Background: an optimization exercise with open tools, aiming at small area and a short achievable clock period. Do not read the settings as production practice.
In this exercise RTL edits were held to simulation tests only and were not proved equivalent to the original.
No activity file was given, so power comes from the tool's default toggle rates.

==> flow/design.v (outline; a module is shown in full before it is edited, if it fits) <==
// module FIR_Filter_16tap: 3027 lines
module FIR_Filter_16tap #(parameter N = 16)(
    input clk, reset, enable,
    input [N-1:0] data_in,
    output [31:0] data_out
);
  // ...
==> flow/flow/run.sh <==
#!/bin/bash
# Layout flow: the standard flow with its synthesis netlist replaced by a
# hand-built gate netlist of the same design (flow/hand.py, the script that
# also wrote rtl/fir_filter_16tap.v, so registers and adder structure match
# the RTL one for one), then
#  - flow/fixpol.py removes inverters around full adders (a full adder is
#    self-dual); the logic function is unchanged;
#  - timing repair aims at a setup margin of 11.3 ns (about a 4.7 ns period)
#    instead of the bare 16 ns clock;
#  - ports are buffered with buf_4 cells, and the clock tree uses clkbuf_8
#    cells, sink clusters of 15 and no dummy loads.
# The standard synthesis still runs first; if its registers (names and cell
# types) differ from the hand netlist's, its own netlist is kept instead.
# Logs: make_synth.log, hand.log, fixpol.log, make_finish.log here, and the
# ORFS logs under orfs/logs.
set -euo pipefail
MARGIN=${MARGIN:-11.3}
CTS="-sink_clustering_enable -repair_clock_nets -dont_use_dummy_load -buf_list {sky130_fd_sc_hd__clkbuf_8} -sink_clustering_size 15 -sink_clustering_max_diameter 60"
R=orfs/results/sky130hd/FIR_Filter_16tap/base
bash standard.sh synth > make_synth.log 2>&1
cp $R/1_2_yosys.v std_synth.v
python3 flow/hand.py --pol alt --csC --x1c --cpaA bk --gclr --c16ha -o hand.v > hand.log 2>&1
regs() { grep -o 'dfxtp_1 [^ ]*' "$1" | sort; }
if [[ "$(regs std_synth.v)" == "$(regs hand.v)" ]] && [[ $(regs hand.v | wc -l) -gt 0 ]]; then
  echo "using hand netlist" >> hand.log
  cp hand.v $R/1_2_yosys.v
else
  echo "register mismatch: keeping the standard netlist" >> hand.log
fi
python3 flow/fixpol.py $R/1_2_yosys.v > fixpol.log 2>&1
touch $R/1_2_yosys.v
bash standard.sh finish SETUP_SLACK_MARGIN=$MARGIN "BUFFER_PORTS_ARGS=-buffer_cell sky130_fd_sc_hd__buf_4" "CTS_ARGS=$CTS" > make_finish.log 2>&1
==> flow/flow/fixpol.py <==
#!/usr/bin/env python3
"""Remove inverters around full adders in a mapped sky130hd netlist.

A full adder is self-dual: FA(~a,~b,~c) = (~cout, ~sum).  Yosys' extract_fa
often leaves inverters between adders; this picks, for every fa cell, whether
it works on true or complemented signals so that as few inverters as
possible remain.  The logic function of the netlist is unchanged.
usage: fixpol.py netlist.v  (rewritten in place)
"""
import re, sys, os, collections, random

path = sys.argv[1]
text = open(path).read()
m = re.search(r'^module\s.*?^endmodule', text, re.S | re.M)
body = m.group(0)

cell_re = re.compile(r'^\s*(sky130_fd_sc_hd__\w+)\s+(\S+)\s*\((.*?)\);\s*$', re.S | re.M)
pin_re = re.compile(r'\.(\w+)\(\s*(.*?)\s*\)\s*(?:,|$)', re.S)
OUTPINS = {'X', 'Y', 'Q', 'Q_N', 'SUM', 'COUT', 'HI', 'LO'}

cells = []
for cm in cell_re.finditer(body):
    typ, name, pins = cm.group(1), cm.group(2), cm.group(3)
    pl = [(p, n.strip()) for p, n in pin_re.findall(pins.strip())]
    cells.append([typ, name, pl, cm.start(), cm.end()])

assigns = [(a.start(), a.end(), a.group(1).strip(), a.group(2).strip())
           for a in re.finditer(r'^\s*assign\s+(.*?)\s*=\s*(.*?)\s*;\s*$', body, re.M)]
ports = set()
for pm in re.finditer(r'^\s*(?:input|output|inout)\s+(?:\[[^\]]*\]\s*)?(.*?);', body, re.M):
    for n in pm.group(1).split(','):
        ports.add(n.strip())
def is_port(net):
    base = net.split('[')[0].strip()
    return base in ports or net in ports

inv_of = {}                      # inverter output net -> input net
inv_cells = set()
for i, c in enumerate(cells):
    if re.match(r'sky130_fd_sc_hd__inv_\d+$', c[0]):
        d = dict(c[2])
        if is_port(d['Y']):
            continue             # keep: drives a port
        inv_of[d['Y']] = d['A']
        inv_cells.add(i)

def resolve(n):
    pol = 0
    while n in inv_of:
        n = inv_of[n]; pol ^= 1
    return n, pol

driver_fa = {}                   # root net -> fa cell index
fas = [i for i, c in enumerate(cells) if re.match(r'sky130_fd_sc_hd__fa_\d+$', c[0])]
for i in fas:
    for p, n in cells[i][2]:
        if p in ('SUM', 'COUT'):
            driver_fa[n] = i

# consumers: (cell index or None, pin index or assign idx, root, pol, is_fa)
cons = []
for i, c in enumerate(cells):
    if i in inv_cells: continue
    isfa = i in driver_fa.values() or c[0].startswith('sky130_fd_sc_hd__fa_')
    for k, (p, n) in enumerate(c[2]):
        if p in OUTPINS: continue
        if not n or n.startswith("1'") or n.startswith("'"): continue
        r, pol = resolve(n)
        cons.append(('c', i, k, r, pol, isfa))
for k, (s, e, lhs, rhs) in enumerate(assigns):
    if rhs.startswith("1'") or rhs.startswith('{'): continue
    r, pol = resolve(rhs)
    cons.append(('a', k, None, r, pol, False))

flip = collections.defaultdict(int)
by_root = collections.defaultdict(list)
by_cell = collections.defaultdict(list)
for ci, cn in enumerate(cons):
    by_root[cn[3]].append(ci)
    if cn[0] == 'c' and cn[5]: by_cell[cn[1]].append(ci)

def parity(ci):
    kind, i, k, r, pol, isfa = cons[ci]
    p = pol ^ (flip[driver_fa[r]] if r in driver_fa else 0)
    if isfa: p ^= flip[i]
    return p
def root_cost(r):
    return 1 if any(parity(ci) for ci in by_root[r]) else 0
def fa_roots(i):
    rs = set(cons[ci][3] for ci in by_cell[i])
    for p, n in cells[i][2]:
        if p in ('SUM', 'COUT'): rs.add(n)
    return rs
def total():
    return sum(root_cost(r) for r in by_root)

before = total()
rng = random.Random(1)
roots_of = {i: fa_roots(i) for i in fas}
def delta(i):
    rs = roots_of[i]
    c0 = sum(root_cost(r) for r in rs)
    flip[i] ^= 1
    c1 = sum(root_cost(r) for r in rs)
    flip[i] ^= 1
    return c1 - c0
def greedy():
    improved = True
    while improved:
        improved = False
        for i in fas:
            if delta(i) < 0:
                flip[i] ^= 1; improved = True
greedy()
cur = total(); best = cur; bestflip = dict(flip)
if fas:
    T = 2.0
    steps = int(os.environ.get("FIXPOL_STEPS", "1000")) * len(fas)
    for step in range(steps):
        T = 2.0 * (1 - step / steps) + 0.05
        i = rng.choice(fas)
        d = delta(i)
        if d <= 0 or rng.random() < pow(2.718, -d / T):
            flip[i] ^= 1; cur += d
            if cur < best:
                best = cur; bestflip = dict(flip)
    flip.clear(); flip.update(bestflip)
    greedy()
after = total()

# rewrite
invnet = {}
newcells = []
def comp(r):
    if r not in invnet:
        invnet[r] = '_fixpol_%d_' % len(invnet)
    return invnet[r]
pinrep = {}
for ci, cn in enumerate(cons):
    kind, i, k, r, pol, isfa = cn
    net = comp(r) if parity(ci) else r
    pinrep[(kind, i, k)] = net

out = []
pos = 0
edits = []
for i, c in enumerate(cells):
    if i in inv_cells:
        edits.append((c[3], c[4], ''))
        continue
    pl = []
    for k, (p, n) in enumerate(c[2]):
        pl.append((p, pinrep.get(('c', i, k), n)))
    s = '  %s %s (\n%s\n  );' % (c[0], c[1], ',\n'.join('    .%s(%s)' % (p, n if not n.startswith('\\') else n + ' ') for p, n in pl))
    edits.append((c[3], c[4], s))
for k, (s, e, lhs, rhs) in enumerate(assigns):
    if ('a', k, None) in pinrep:
        n = pinrep[('a', k, None)]
        edits.append((s, e, '  assign %s = %s;' % (lhs, n if not n.startswith('\\') else n + ' ')))
edits.sort()
nb = []
for s, e, rep in edits:
    nb.append(body[pos:s]); nb.append(rep); pos = e
nb.append(body[pos:])
nb = ''.join(nb)
decl = ''.join('  wire %s;\n' % w for w in invnet.values())
invs = ''.join('  sky130_fd_sc_hd__inv_1 _fixpol_inv_%d_ (\n    .A(%s),\n    .Y(%s)\n  );\n' % (j, r if not r.startswith('\\') else r + ' ', w) for j, (r, w) in enumerate(invnet.items()))
nb = nb.replace('endmodule', decl + invs + 'endmodule')
# declarations must come before use for some readers: insert after the port list
hdr_end = nb.index(');') + 2
nb = nb[:hdr_end] + '\n' + decl + nb[hdr_end:].replace(decl + invs + 'endmodule', invs + 'endmodule')
open(path, 'w').write(text[:m.start()] + nb + text[m.end():])
print('fixpol: fa %d, inverters %d -> %d' % (len(fas), len(inv_cells), len(invnet)), file=sys.stderr)
==> flow/standard.sh <==
#!/bin/bash
# synth_recipe.tcl (not shown) runs the flow's synth.tcl, then flattens the netlist and writes it again
# the make line also repeats each setting of config.mk as NAME=value (left out here)
make -C /OpenROAD-flow-scripts/flow DESIGN_CONFIG=/design/flow/config.mk WORK_HOME=/design/flow/orfs CLKGATE_MAP_FILE= SYNTH_SCRIPT=/design/flow/synth_recipe.tcl "${@:-finish}"
==> flow/config.mk <==
export PLATFORM = sky130hd
export DESIGN_NAME = FIR_Filter_16tap
export DESIGN_NICKNAME = FIR_Filter_16tap
export VERILOG_FILES = /design/flow/design.v
export SDC_FILE = /design/flow/constraint.sdc
export NUM_CORES = 4
export LEC_CHECK = 0
export CAP_MARGIN = 20
export CORE_MARGIN = 2
export CORE_UTILIZATION = 62
export SLEW_MARGIN = 20
==> flow/constraint.sdc <==
create_clock -name core_clock -period 16.0 [get_ports {clk}]
set_input_delay 3.2000 -clock core_clock [delete_from_list [all_inputs] [get_ports {clk}]]
set_output_delay 3.2000 -clock core_clock [all_outputs]
set_load 0.01 [all_outputs]
Not shown: flow/flow/hand.py
==> summary.txt, run 1 <==
Power
  • Pwr top: combinational logic
  • Combinational power: 2.45 mW
  • P_int: 2.13 mW
  • Leak Pwr: 6.51 nW
  • Tot Pwr: roughly 3.8 mW
  • Clk power: 0.410 mW

Setup path
  • RR Startpoint: y1[0]
  • CP peak stage delay: between 300 and 400 ps
  • R2r setup slk: 11,630 ps
  • Stages on worst setup path: 10

Cells and area
  • Area grow syn2layout: 9.32%
  • FF+latch count: 325
  • Register area: ~6500 µm²
  • Layout fillers: 1,947
  • Multi-input logic cell count: around 910

Drt
  • Met2 wire length: 14,200 µm
  • Drt pass-1 iters: 4
  • Max Used Layer: met4
  • DR WL met3: about 740 µm

Logic synthesis
  • Synth Cell Area: 15,600 µm²
  • Synth warn: 1

Floorplanning
  • Well Taps: 330
  • Row cnt: 58
  • Die height: about 160 µm

Clock tree
  • PostCTS Resize Cnt: 16

Flow run
  • Max_cap viols: 0

Global route
  • GR Util met3: under 10%
  • GR peak layer: met2
  • Antenna violations before repair: 0

Status
  • Outcome: no timing/DRC/antenna violations
==> run 2: changes to the inputs <==
--- a/flow/flow/run.sh
+++ b/flow/flow/run.sh
@@ -15,7 +15,7 @@
 # ORFS logs under orfs/logs.
 set -euo pipefail
 MARGIN=${MARGIN:-11.3}
-CTS="-sink_clustering_enable -repair_clock_nets -dont_use_dummy_load -buf_list {sky130_fd_sc_hd__clkbuf_8} -sink_clustering_size 15 -sink_clustering_max_diameter 60"
+CTS="-sink_clustering_enable -repair_clock_nets -dont_use_dummy_load -buf_list {sky130_fd_sc_hd__clkbuf_8} -sink_clustering_size 12 -sink_clustering_max_diameter 50"
 R=orfs/results/sky130hd/FIR_Filter_16tap/base
 bash standard.sh synth > make_synth.log 2>&1
 cp $R/1_2_yosys.v std_synth.v
==> run 2 against run 1 <==
Against the previous run: flip-flop and latch count unchanged; global-route usage up 0.44 points; synthesized cell count unchanged; non-clock buffer count up 7; utilization up 1.1 points; largest power group unchanged; hold slack worse by 11 ps; clock skew down 8.5 ps; register-to-register slack worse by 20 ps; clock-buffer cell count up 9; sequential power about the same.
==> summary.txt, run 2 <==
Clock tree
  • Maximum buffer depth of the clock tree: 3
  • Reg clk slew, reported paths: around 70 ps
  • Root buffer cell: clkbuf_8
  • CTS tree: yes
  • Skew-Pair Late Insertion Delay: ~540 ps
  • Htree depth: 2
  • CTS Sinks: around 330
  • Cts bufs inserted: 38

Setup path
  • Crit path capture type: flip-flop
  • CP peak stage delay: 320 ps (-70 ps)
  • Max FO, Critical Path: 6
  • Setup crit end: y1[21]
  • R2r setup slk: 11,610 ps (-20 ps)
  • Reg2Reg Depth: 20
  • CP top delay family: XOR/XNOR gates
  • Arr. time, crit path: 5010 ps
  • RR Startpoint: y1[0]
  • Setup CP Type: input port to flip-flop
  • Crit path required time: approximately 16,000 ps
  • Buf+Inv Stages, Crit Path: 2
  • Crit path launch type: input port
  • Stages on worst setup path: 11 (+1)
  • Critical Path Source: data_in[7]
  • R2R Path End: y1[21]
  • Crit-path cells: buf_4, xor2_2, xor2_1, xnor2_1, o21ai_1, a21oi_2, o21ai_4, a21oi_4, buf_4, o21ai_2, xnor2_1
  • Slowest CP cell: xnor2_1

Drt
  • Total Wirelength: slightly below 30,000 µm
  • Routed length per placed instance: 16.5 µm
  • DR DRC count: 0
  • Drt pass-1 iters: 4 (unchanged)
  • DR vias/cell: 5.02
  • First-iteration detailed-routing DRC count: 392
  • Final antenna-violating net count: 0
  • Via count: between 8,000 and 9,000

Power
  • Worst vdd ir: 0.189 mV
  • Leak Pwr: 6.65 nW (+2.2%)
  • P per Cell Area: 227 nW/µm²

Floorplanning
  • Row cnt: 58 (unchanged)
  • Die height: 163 µm (unchanged)
  • Die W: approximately 160 µm
  • Core area: around 25,000 µm²
  • Initial Util: ~62%
  • Die area: 26,400 µm²
  • # IOs: 51

Cells and area
  • Final core utilization: 69.4%
  • Share of layout cells above drive strength 1: 9.77%
  • Top Registers: Cs x25, y1 x25, Cc x19
  • Most frequent cells in the layout: 325 x dfxtp_1, 259 x fa_1, 193 x nand2_1
  • Final instance area: 17,300 µm²
  • Total Nets Final: about 1,700
  • Area grow syn2layout: 11.1%
  • Most common cell after layout, fill and taps aside: dfxtp_1
  • Ant diodes: 0

Global route
  • Vias in the first global route: 9,570
  • Antenna violations before repair: 0 (unchanged)
  • GRT Total Usage: between 20% and 30%
  • Grt ovf: 0
  • First-pass GRT wire length: 48,200 µm
  • Pin count of the biggest net entering global routing: 99

Placement
  • Final RePlAce weighted congestion: 0.838
  • Placed cell area: 16,400 µm²
  • IO Port Bufs: 43
  • Post-DP HPWL: ~22,000 µm

STA
  • Period utilization: 28.9%
  • Worst-margin pin slew: 1070 ps
  • Minimum clock period: 4620 ps
  • Max frequency: 216 MHz
  • Setup repair after global routing missed its margin: true
  • Final setup viols: 0
  • Fin. Hold Viols: 0
  • Slew Viols, Final: 0
  • Slew margin rel.: 28.4%
  • Worst clock skew: 48.6 ps
  • Setup_tns: 0 ps

Status
  • Outcome: no timing/DRC/antenna violations

Logic synthesis
  • Synth warn: 1 (unchanged)
  • Syn nets: 1,639
  • Synth Cell Area: 15,600 µm² (unchanged)
  • Syn avg cell area: 11.5 µm²
  • Mapped Cells: 1,353

Worst hold path
  • HP Class: flip-flop to flip-flop

Flow run
  • Max_cap viols: 0 (unchanged)
[run 2: worst min path at each step]
stage / start / endpoint / cells after the start
floorplan: x11[0] / xn12[0] / 1
global placement: x11[8] / xn12[8] / 1
detailed placement: x11[3] / xn12[3] / 1
CTS: x11[13] / xn12[13] / 1
global route: x11[1] / xn12[1] / 1
finish: x11[13] / xn12[13] / 1
[run 2: where the power goes]
group	total [mW]	switching [mW]	internal, mW	leakage [nW]
Combinational	2.53	1.40	1.13	3.74
Sequential	0.928	0.0524	0.876	2.64
Clock	0.472	0.261	0.211	0.273
Total	3.93	1.71	2.22	6.65
[run 2: cell type report]
| class | count | area (µm²) |
|---|---|---|
| fillers | 1927 | 7650 |
| flip-flops and latches | 325 | 6510 |
| well taps | 330 | 413 |
| repair buffers | 63 | 573 |
| multi-input cells | 912 | 8860 |
| inverters | 116 | 440 |
| clock buffers | 38 | 523 |
[run 2: worst reg2reg max path: stages (launching register included)]
cell     delay [ps]
dfxtp_1         370
or2_1           280
xnor2_1         140
inv_1            70
fa_1            390
xnor2_1         280
a21oi_2         160
o21ai_2         300
buf_4           190
a21oi_1          80
o21ai_0         210
xnor2_1         130
maj3_1          420
xnor2_1         340
nor2_1          130
nand2_1         130
o21ai_1         110
a21oi_4         190
buf_4           160
o21ai_2          60
xnor2_1         120
[run 2: what timing repair did]
item,CTS,global route
buffers inserted,4,9
pin swaps,6,6
hold buffers,0,0
gates resized for setup,25,24
gates cloned,1,2
endpoints found under the setup margin,188,15
[run 2: through the flow]
stage / hold slack (ps) / power (mW) / std cells / setup slack [ps]
final: 362 / 3.93 / 1784 / 11380
after global placement: 353 / 3.20 / 1730 / 10030
after CTS: 369 / 3.81 / 1773 / 11280
after global routing: 369 / 4.32 / 1784 / 11280
after floorplan: 352 / 2.80 / 1353 / 7760
after detailed placement: 356 / 3.24 / 1730 / 10000
[run 2: layer usage]
layer,GRT usage [%],share of wire (%),vias to the layer above
met5,0,0,-
met4,5.03,1.6,0
met3,3.28,3.3,45
met2,40.4,50,107
met1,32.7,45,4531
li1,-,-,4276
==> run 3: changes to the inputs <==
--- a/flow/flow/run.sh
+++ b/flow/flow/run.sh
@@ -15,7 +15,7 @@
 # ORFS logs under orfs/logs.
 set -euo pipefail
 MARGIN=${MARGIN:-11.3}
-CTS="-sink_clustering_enable -repair_clock_nets -dont_use_dummy_load -buf_list {sky130_fd_sc_hd__clkbuf_8} -sink_clustering_size 12 -sink_clustering_max_diameter 50"
+CTS="-sink_clustering_enable -repair_clock_nets -dont_use_dummy_load -buf_list {sky130_fd_sc_hd__clkbuf_8} -sink_clustering_size 18 -sink_clustering_max_diameter 60"
 R=orfs/results/sky130hd/FIR_Filter_16tap/base
 bash standard.sh synth > make_synth.log 2>&1
 cp $R/1_2_yosys.v std_synth.v
==> run 3 against run 2 <==
Against the previous run: routed wire length is 3.5% lower; setup slack better by 31 ps; synthesized area stayed put; combinational power is 4% lower; clock power is 19% lower; maximum frequency is 0.67% higher; critical path depth stayed put; flip-flop and latch count stayed put; non-clock buffer count is 9 lower; cell count is 1.2% lower; largest power group unchanged.
==> summary.txt, run 3 <==
Logic synthesis
  • Syn avg cell area: 11.5 µm² (unchanged)
  • Syn nets: 1,639 (unchanged)
  • Synth Cell Area: 15,600 µm² (unchanged)
  • Synth warn: 1 (unchanged)
  • Mapped Cells: 1,353 (unchanged)

Cells and area
  • Layout fillers: 1,963 (+1.9%)
  • Fin cells: 1,762 (-1.2%)
  • Share of layout cells above drive strength 1: 7.54% (-2.2 points)
  • Most frequent cells in the layout: 325 x dfxtp_1, 259 x fa_1, 193 x nand2_1
  • Top Registers: Cs x25, y1 x25, Cc x19
  • Final core utilization: 68.0% (-1.4 points)
  • Ant diodes: 0 (unchanged)
  • Total Nets Final: 1,720 (-1.3%)
  • Area grow syn2layout: 8.90%
  • Most common cell after layout, fill and taps aside: dfxtp_1

Floorplanning
  • Row cnt: 58 (unchanged)
  • Die height: 163 µm (unchanged)
  • Core area: 25,000 µm² (unchanged)
  • Die area: 26,400 µm² (unchanged)
  • # IOs: 51 (unchanged)
  • Initial Util: 62.4% (unchanged)
  • Die W: 163 µm (unchanged)

Clock tree
  • Maximum buffer depth of the clock tree: 3 (unchanged)
  • Skew-Pair Late Insertion Delay: 570 ps (+30 ps)
  • Reg clk slew, reported paths: 100 ps (+30 ps)
  • Htree depth: 1 (-1)
  • Root buffer cell: clkbuf_8
  • Cts bufs inserted: 25 (-34%)
  • CTS Hold Buffers Added: 0 (unchanged)
  • CTS Sinks: 325 (unchanged)
  • CTS tree: yes

Drt
  • Routed length per placed instance: 16.1 µm (-2.3%)
  • Via count: 8,782 (-2.0%)
  • DR DRC count: 0 (unchanged)
  • Total Wirelength: 28,300 µm (-3.5%)
  • First-iteration detailed-routing DRC count: 382 (-2.6%)
  • Final antenna-violating net count: 0 (unchanged)
  • DR vias/cell: 4.98 (-0.75%)
  • Drt pass-1 iters: 4 (unchanged)

Flow run
  • Max_cap viols: 0 (unchanged)

Placement
  • Final RePlAce weighted congestion: 0.838 (unchanged)
  • Post-DP HPWL: 21,800 µm (unchanged)
  • Dpl cells: 1,730 (unchanged)
  • IO Port Bufs: 43 (unchanged)
  • Place WS: 10,000 ps (unchanged)

STA
  • Slew margin rel.: 29.1% (+0.70 points)
  • Worst-margin pin slew: 1060 ps (-10.5 ps)
  • Period utilization: 28.7% (-0.19 points)
  • Final setup viols: 0 (unchanged)
  • Hold_ws: 348 ps (-14.1 ps)
  • Fin. Hold Viols: 0 (unchanged)
  • Worst clock skew: 39.1 ps (-9.46 ps)
  • Final WS setup: 11,410 ps (+30.6 ps)
  • Slew Viols, Final: 0 (unchanged)
  • Setup repair after global routing missed its margin: true
  • Max frequency: 218 MHz (+0.67%)
  • Minimum clock period: 4590 ps (-30.6 ps)
  • Setup_tns: 0 ps (unchanged)

Setup path
  • Crit path launch type: input port
  • Crit path required time: 16,460 ps (+80 ps)
  • Max FO, Critical Path: 6 (unchanged)
  • Crit path capture type: flip-flop
  • Setup CP Type: input port to flip-flop
  • Arr. time, crit path: 5060 ps (+50 ps)

Status
  • Outcome: no timing/DRC/antenna violations

Global route
  • Antenna violations before repair: 0 (unchanged)
  • Grt ovf: 0 (unchanged)
  • Vias in the first global route: 9,419 (-1.6%)
  • GRT Total Usage: 23.1% (-0.47 points)
  • First-pass GRT wire length: 47,500 µm (-1.3%)
  • Pin count of the biggest net entering global routing: 99 (unchanged)

Worst hold path
  • HP Class: flip-flop to flip-flop

Power
  • Worst vdd ir: 0.173 mV (-8.5%)
  • Leak Pwr: 6.47 nW (-2.6%)
  • P per Cell Area: 221 nW/µm² (-2.6%)
run 3: metrics by stage:
stage | total power [mW] | area (µm²)
2_1_floorplan | 2.80 | 15700
4_1_cts | 3.69 | 16900
6_report | 3.75 | 17000
5_1_grt | 4.14 | 17000
3_3_place_gp | 3.20 | 16400
3_5_place_dp | 3.24 | 16400
run 3: worst paths after layout:
| path | from | endpoint | slack, ps | cells after the start |
|---|---|---|---|---|
| worst max-delay path | data_in[11] | y1[18] | 11410 | 11 |
| worst min register to register | x11[3] | xn12[3] | 350 | 1 |
| worst min-delay path | x11[3] | xn12[3] | 350 | 1 |
| worst max register to register | y1[0] | y1[18] | 11610 | 21 |
run 3: routing by layer:
| layer | track usage [%] | up-vias | part of all wire, % |
|---|---|---|---|
| met3 | 2.67 | 30 | 2.5 |
| met1 | 32.7 | 4434 | 46 |
| met2 | 39.8 | 85 | 50 |
| met5 | 0 | - | 0 |
| li1 | - | 4233 | - |
| met4 | 3.90 | 0 | 1.5 |
run 3: power breakdown:
part	switching (mW)	internal, mW	total, mW	leakage [nW]
combinational	1.36	1.09	2.44	3.65
clock	0.244	0.140	0.384	0.180
sequential	0.0523	0.875	0.928	2.64
run 3: what timing repair did:
action / CTS / global route
setup endpoints to repair: 188 / 15
cloned: 1 / 0
pin swaps: 4 / 1
resized for setup: 17 / 17
buffers inserted: 4 / 2
run 3: worst max-delay path: stages:
cell	delay, ps
buf_4	150
xor2_1	170
xor2_1	310
xnor2_2	170
o21ai_0	160
a21oi_2	200
o21ai_1	120
a21oi_4	200
inv_2	90
a21oi_2	150
xor2_1	140
run 3: area by class of cell:
class	instances	area [µm²]	share of cell area [%]
Clock buffer	25	344	2.03
Inverter	116	440	2.60
Multi-Input combinational cell	912	8800	51.9
Sequential cell	325	6510	38.3
Tap cell	330	413	2.43
Timing Repair Buffer	54	467	2.75
==> run 4: changes to the inputs <==
--- a/flow/flow/run.sh
+++ b/flow/flow/run.sh
@@ -8,7 +8,7 @@
 #  - timing repair aims at a setup margin of 11.3 ns (about a 4.7 ns period)
 #    instead of the bare 16 ns clock;
 #  - ports are buffered with buf_4 cells, and the clock tree uses clkbuf_8
-#    cells, sink clusters of 15 and no dummy loads.
+#    cells, sink clusters of 18 and no dummy loads.
 # The standard synthesis still runs first; if its registers (names and cell
 # types) differ from the hand netlist's, its own netlist is kept instead.
 # Logs: make_synth.log, hand.log, fixpol.log, make_finish.log here, and the
==> run 4 against run 3 <==
Against the previous run: still clean; routed wire length did not move; die area did not move; cell count did not move; maximum frequency did not move; sequential power barely moved; synthesized cell count did not move; clock-buffer cell count did not move; sequential share of layout area did not move; setup slack did not move; hold slack did not move; critical path depth did not move; clock skew did not move; critical endpoint unchanged; largest cell class unchanged; largest power group unchanged.
==> summary.txt, run 4 <==
Cells and area
  • Most common cell after layout, fill and taps aside: dfxtp_1
  • Top Registers: Cs x25, y1 x25, Cc x19
  • Layout fillers: 1,963 (unchanged)
  • Fin cells: 1,762 (unchanged)
  • Ant diodes: 0 (unchanged)
  • Share of layout cells above drive strength 1: 7.54% (unchanged)
  • Final instance area: 17,000 µm² (unchanged)
  • Total Nets Final: 1,720 (unchanged)
  • Final core utilization: 68.0% (unchanged)
  • Most frequent cells in the layout: 325 x dfxtp_1, 259 x fa_1, 193 x nand2_1
  • Area grow syn2layout: 8.90% (unchanged)

Floorplanning
  • Die height: 163 µm (unchanged)
  • Die W: 163 µm (unchanged)
  • Die area: 26,400 µm² (unchanged)
  • Initial Util: 62.4% (unchanged)
  • Row cnt: 58 (unchanged)
  • # IOs: 51 (unchanged)
  • Core area: 25,000 µm² (unchanged)

STA
  • Slew Viols, Final: 0 (unchanged)
  • Setup_tns: 0 ps (unchanged)
  • Final setup viols: 0 (unchanged)
  • Max frequency: 218 MHz (unchanged)
  • Worst-margin pin slew: 1060 ps (unchanged)
  • Fin. Hold Viols: 0 (unchanged)
  • Final WS setup: 11,410 ps (unchanged)
  • Minimum clock period: 4590 ps (unchanged)
  • Setup repair after global routing missed its margin: true
  • Worst clock skew: 39.1 ps (unchanged)
  • Slew margin rel.: 29.1% (unchanged)
  • Hold_ws: 348 ps (unchanged)
  • Period utilization: 28.7% (unchanged)

Setup path
  • Critical Path Source: data_in[11]
  • Crit path launch type: input port
  • Arr. time, crit path: 5060 ps (about the same)
  • R2r setup slk: 11,610 ps (about the same)
  • Setup CP Type: input port to flip-flop
  • Most common cell on crit path: xor2_1
  • Slowest CP cell: xor2_1
  • Reg2Reg Depth: 21 (unchanged)
  • R2R Path End: y1[18]
  • Max FO, Critical Path: 6 (unchanged)
  • RR Startpoint: y1[0]
  • CP peak stage delay: 310 ps (about the same)
  • Crit path required time: 16,460 ps (about the same)
  • Setup crit end: y1[18]
  • Crit path capture type: flip-flop
  • Crit-path cells: buf_4, xor2_1, xor2_1, xnor2_2, o21ai_0, a21oi_2, o21ai_1, a21oi_4, inv_2, a21oi_2, xor2_1

Placement
  • Final RePlAce weighted congestion: 0.838 (unchanged)
  • Placed cell area: 16,400 µm² (unchanged)
  • Post-DP HPWL: 21,800 µm (unchanged)
  • Dpl cells: 1,730 (unchanged)
  • IO Port Bufs: 43 (unchanged)
  • Place WS: 10,000 ps (unchanged)

Drt
  • Total Wirelength: 28,300 µm (unchanged)
  • Drt pass-1 iters: 4 (unchanged)
  • Via count: 8,782 (unchanged)
  • Routed length per placed instance: 16.1 µm (unchanged)
  • Final antenna-violating net count: 0 (unchanged)
  • DR vias/cell: 4.98 (unchanged)
  • DR DRC count: 0 (unchanged)
  • First-iteration detailed-routing DRC count: 382 (unchanged)

Clock tree
  • CTS Sinks: 325 (unchanged)
  • Htree depth: 1 (unchanged)
  • Reg clk slew, reported paths: 100 ps (about the same)
  • Cts bufs inserted: 25 (unchanged)
  • CTS tree: yes
  • Root buffer cell: clkbuf_8
  • Maximum buffer depth of the clock tree: 3 (unchanged)
  • Skew-Pair Late Insertion Delay: 570 ps (about the same)

Global route
  • GRT Total Usage: 23.1% (unchanged)
  • Antenna violations before repair: 0 (unchanged)
  • Grt ovf: 0 (unchanged)
  • Vias in the first global route: 9,419 (unchanged)
  • First-pass GRT wire length: 47,500 µm (unchanged)
  • Pin count of the biggest net entering global routing: 99 (unchanged)

Logic synthesis
  • Synth Cell Area: 15,600 µm² (unchanged)
  • Mapped Cells: 1,353 (unchanged)
  • Synth warn: 1 (unchanged)
  • Syn nets: 1,639 (unchanged)
  • Syn avg cell area: 11.5 µm² (unchanged)

Power
  • Tot Pwr: 3.75 mW (unchanged)
  • P per Cell Area: 221 nW/µm² (unchanged)
  • Leak Pwr: 6.47 nW (unchanged)
  • Worst vdd ir: 0.173 mV (unchanged)

Flow run
  • Max_cap viols: 0 (unchanged)

Worst hold path
  • HP Class: flip-flop to flip-flop

Status
  • Outcome: no timing/DRC/antenna violations
==> run 4: worst max-delay path, delay by kind of cell <==
family	cells	cell delay, ps
XOR/XNOR	4	790
AO/OA/AOI/OAI	5	830
buffers and inverters	2	240
==> run 4: timing repair <==
| item | 4_1_cts | 5_1_grt |
|---|---|---|
| endpoints found under the setup margin | 188 | 15 |
| hold buffers | 0 | 0 |
| pin swaps | 4 | 1 |
| gates cloned | 1 | 0 |
| gates resized for setup | 17 | 17 |
| setup buffers | 4 | 2 |
==> run 4: where the power goes <==
part	internal, mW	switching [mW]
sequential	0.875	0.0523
combinational	1.09	1.36
clock	0.140	0.244
==> run 4: layer usage <==
metal	part of all wire [%]	up-vias	routed length, µm	global-route usage (%)
met5	0	-	0	0
met4	1.5	0	419	3.90
met3	2.5	30	718	2.67
met2	50	85	14100	39.8
met1	46	4434	13100	32.7
li1	-	4233	-	-
==> run 4: worst min path at each step <==
| stage | from | endpoint | cells after the start |
|---|---|---|---|
| floorplan | x11[0] | xn12[0] | 1 |
| global placement | x11[8] | xn12[8] | 1 |
| detailed placement | x11[3] | xn12[3] | 1 |
| CTS | x11[3] | xn12[3] | 1 |
| global route | x15[8] | xn16[8] | 1 |
| finish | x11[3] | xn12[3] | 1 |
==> run 4: cell type report <==
cell class	count	area (µm²)	area share, %
multi-input cells	912	8800	51.9
clock buffers	25	344	2.03
well taps	330	413	2.43
flip-flops and latches	325	6510	38.3
repair buffers	54	467	2.75
inverters	116	440	2.60
==> run 5: changes to the inputs <==
--- a/flow/flow/run.sh
+++ b/flow/flow/run.sh
@@ -14,7 +14,7 @@
 # Logs: make_synth.log, hand.log, fixpol.log, make_finish.log here, and the
 # ORFS logs under orfs/logs.
 set -euo pipefail
-MARGIN=${MARGIN:-11.3}
+MARGIN=${MARGIN:-11.4}
 CTS="-sink_clustering_enable -repair_clock_nets -dont_use_dummy_load -buf_list {sky130_fd_sc_hd__clkbuf_8} -sink_clustering_size 18 -sink_clustering_max_diameter 60"
 R=orfs/results/sky130hd/FIR_Filter_16tap/base
 bash standard.sh synth > make_synth.log 2>&1
==> run 5 against run 4 <==
Against the previous run: cell count is 0.62% higher; setup slack better by 58 ps; maximum frequency is 1.3% higher; non-clock buffer count is 11 higher; global-route usage is 0.24 points higher; register-to-register slack better by 130 ps; hold slack hardly changed; via count is 1.1% higher; flip-flop and latch count stayed put; critical endpoint is now y1[21]; highest routed layer unchanged.
==> summary.txt, run 5 <==
Status
  • Outcome: no timing/DRC/antenna violations

Clock tree
  • Reg clk slew, reported paths: 100 ps (about the same)
  • CTS Sinks: 325 (unchanged)
  • Skew-Pair Late Insertion Delay: 570 ps (about the same)
  • Cts bufs inserted: 25 (unchanged)
  • CTS tree: yes
  • Htree depth: 1 (unchanged)
  • CTS Hold Buffers Added: 0 (unchanged)
  • Maximum buffer depth of the clock tree: 3 (unchanged)
  • Root buffer cell: clkbuf_8

Setup path
  • Reg2Reg Depth: 21 (unchanged)
  • Crit path capture type: flip-flop
  • R2R Path End: y1[21]
  • Arr. time, crit path: 4960 ps (-100 ps)
  • Crit path required time: 16,420 ps (-40 ps)
  • R2r setup slk: 11,740 ps (+130 ps)
  • Setup crit end: y1[21]
  • Critical Path Source: data_in[5]
  • Max FO, Critical Path: 6 (unchanged)
  • RR Startpoint: y1[0]
  • Setup CP Type: input port to flip-flop
  • Crit path launch type: input port

Floorplanning
  • Core area: 25,000 µm² (unchanged)
  • # IOs: 51 (unchanged)
  • Initial Util: 62.4% (unchanged)
  • Die height: 163 µm (unchanged)
  • Row cnt: 58 (unchanged)
  • Die W: 163 µm (unchanged)
  • Die area: 26,400 µm² (unchanged)

Drt
  • DR DRC count: 0 (unchanged)
  • DR vias/cell: 5.01 (+0.44%)
  • Total Wirelength: 29,100 µm (+2.7%)
  • Routed length per placed instance: 16.4 µm (+2.1%)
  • Drt pass-1 iters: 4 (unchanged)
  • Final antenna-violating net count: 0 (unchanged)
  • Via count: 8,876 (+1.1%)
  • First-iteration detailed-routing DRC count: 389 (+1.8%)

Power
  • Clock network fraction of total power: 9.6% (-0.6 points)
  • Leak Pwr: 6.62 nW (+2.2%)
  • Combinational power share: 67.1% (+2.0 points)
  • Sw Pwr: 1.75 mW (+6.1%)
  • Switching Fraction: 43.9% (-0.12 points)
  • P_int: 2.24 mW (+6.6%)
  • P per Cell Area: 231 nW/µm² (+4.5%)
  • Worst vdd ir: 0.218 mV (+26%)
  • Tot Pwr: 3.99 mW (+6.4%)
  • Seq pwr share: 23.2% (-1.5 points)

STA
  • Slew Viols, Final: 0 (unchanged)
  • Max frequency: 220 MHz (+1.3%)
  • Worst-margin pin slew: 1060 ps (-0.755 ps)
  • Slew margin rel.: 29.1% (+0.050 points)
  • Worst clock skew: 38.1 ps (-1.04 ps)
  • Minimum clock period: 4540 ps (-58.0 ps)
  • Period utilization: 28.3% (-0.36 points)
  • Setup_tns: 0 ps (unchanged)
  • Setup repair after global routing missed its margin: true
  • Fin. Hold Viols: 0 (unchanged)
  • Final setup viols: 0 (unchanged)

Logic synthesis
  • Synth warn: 1 (unchanged)
  • Mapped Cells: 1,353 (unchanged)
  • Syn nets: 1,639 (unchanged)
  • Syn avg cell area: 11.5 µm² (unchanged)
  • Synth Cell Area: 15,600 µm² (unchanged)

Cells and area
  • Ant diodes: 0 (unchanged)
  • Total Nets Final: 1,731 (+0.64%)
  • Most common cell after layout, fill and taps aside: dfxtp_1
  • Layout fillers: 1,921 (-2.1%)
  • Share of layout cells above drive strength 1: 10.1% (+2.6 points)
  • Most frequent cells in the layout: 325 x dfxtp_1, 259 x fa_1, 193 x nand2_1
  • Top Registers: Cs x25, y1 x25, Cc x19
  • Area grow syn2layout: 10.9%

Worst hold path
  • HP Class: flip-flop to flip-flop

Placement
  • IO Port Bufs: 43 (unchanged)
  • Post-DP HPWL: 21,800 µm (unchanged)
  • Final RePlAce weighted congestion: 0.838 (unchanged)

Global route
  • Grt ovf: 0 (unchanged)
  • GRT Total Usage: 23.4% (+0.24 points)
  • Pin count of the biggest net entering global routing: 99 (unchanged)
  • Antenna violations before repair: 0 (unchanged)
  • Vias in the first global route: 9,494 (+0.80%)
  • First-pass GRT wire length: 48,000 µm (+0.93%)

Flow run
  • Max_cap viols: 0 (unchanged)
-- run 5: changes by cell type in the layout (fill, tap and decap cells not counted), sizes merged --
cell	previous run	this run
buf	53	62
bufbuf	1	2
clkbuf	25	26
-- run 5: power groups by stage --
stage                     Sequential, mW  Clock, mW  Combinational (mW)
after detailed placement           0.948          0                2.29
after global placement             0.950          0                2.25
after CTS                          0.931      0.398                2.44
after global routing               0.938      0.427                3.01
after floorplan                    0.939          0                1.86
final                              0.928      0.385                2.68
-- run 5: worst min-delay path by stage --
stage,start,to,cells after the start
CTS,x11[3],xn12[3],1
detailed placement,x11[3],xn12[3],1
finish,x11[3],xn12[3],1
global placement,x11[8],xn12[8],1
floorplan,x11[0],xn12[0],1
global route,x15[8],xn16[8],1
-- run 5: routing by layer --
metal / GRT usage (%) / share of wire, %
met1: 32.7 / 46
met2: 40.4 / 50
met3: 2.72 / 2.7
met4: 4.14 / 1.6
met5: 0 / 0
-- run 5: area by class of cell --
| cell class | count | area, µm² | area share, % |
|---|---|---|---|
| clock buffer | 25 | 344 | 1.99 |
| inverter | 116 | 440 | 2.55 |
| multi-input combinational | 912 | 8980 | 52.0 |
| sequential | 325 | 6510 | 37.6 |
| tap | 330 | 413 | 2.39 |
| timing repair buffer | 65 | 596 | 3.45 |
-- run 5: worst max-delay path: stages --
cell and delay [ps]:
buf_4 140, xor2_1 170, xor2_1 160, buf_4 170
xnor2_4 190, o21ai_2 100, a21oi_2 190, o21ai_4 120
a21oi_4 200, buf_4 150, o21ai_2 50, xnor2_1 120
-- run 5: what timing repair did --
item	CTS	global route
resized for setup	32	38
pin swaps	8	12
buffers inserted	5	10
gates cloned	2	1
endpoints found under the setup margin	188	17
-- run 5: per-stage QoR --
step                area (µm²)  hold WS (ps)  setup slack, ps  instances  util, %
floorplan                15700           352             7760       1353        -
global placement         16400           353            10030       1730     65.8
detailed placement       16400           356            10000       1730     65.8
CTS                      17000           344            11400       1762     68.1
global route             17300           361            11370       1773     69.2
finish                   17300           347            11460       1773     69.2

## afterwards: timing with drivers on the ports
The results above use ideal ports. As a check the final layouts listed here were re-extracted and re-timed, cells and wires unchanged. Step 1: set_driving_cell puts a clkbuf_16 on clk and a buf_2 on each other input, an assumption about the parent block. Step 2 moves the port delays by t, midway between the first and last clock arrival at a register: inputs arrive t later, outputs are due t later. That takes back most of the time a late clock gives input paths. Three values: ideal ports, drivers, drivers and shift; two values: the first two.
| run | t, ns | slack for setup (ns) | worst hold slack (ns) |
|---|---|---|---|
| run 1 | 0.603 | 11.388 / 11.408 / 10.805 | 0.373 / 0.373 / 0.373 |
| run 2 | 0.563 | 11.375 / 11.398 / 10.835 | 0.362 / 0.362 / 0.362 |
| run 3 | 0.594 | 11.406 / 11.429 / 10.835 | 0.348 / 0.348 / 0.348 |
| run 4 | 0.594 | 11.406 / 11.429 / 10.835 | 0.348 / 0.348 / 0.348 |
| run 5 | 0.595 | 11.464 / 11.478 / 10.883 | 0.347 / 0.347 / 0.347 |
After both steps every run listed still meets setup and hold. The setup slack of run 1, which loses most, moves by +0.020 ns with the drivers and by -0.583 ns with both steps.
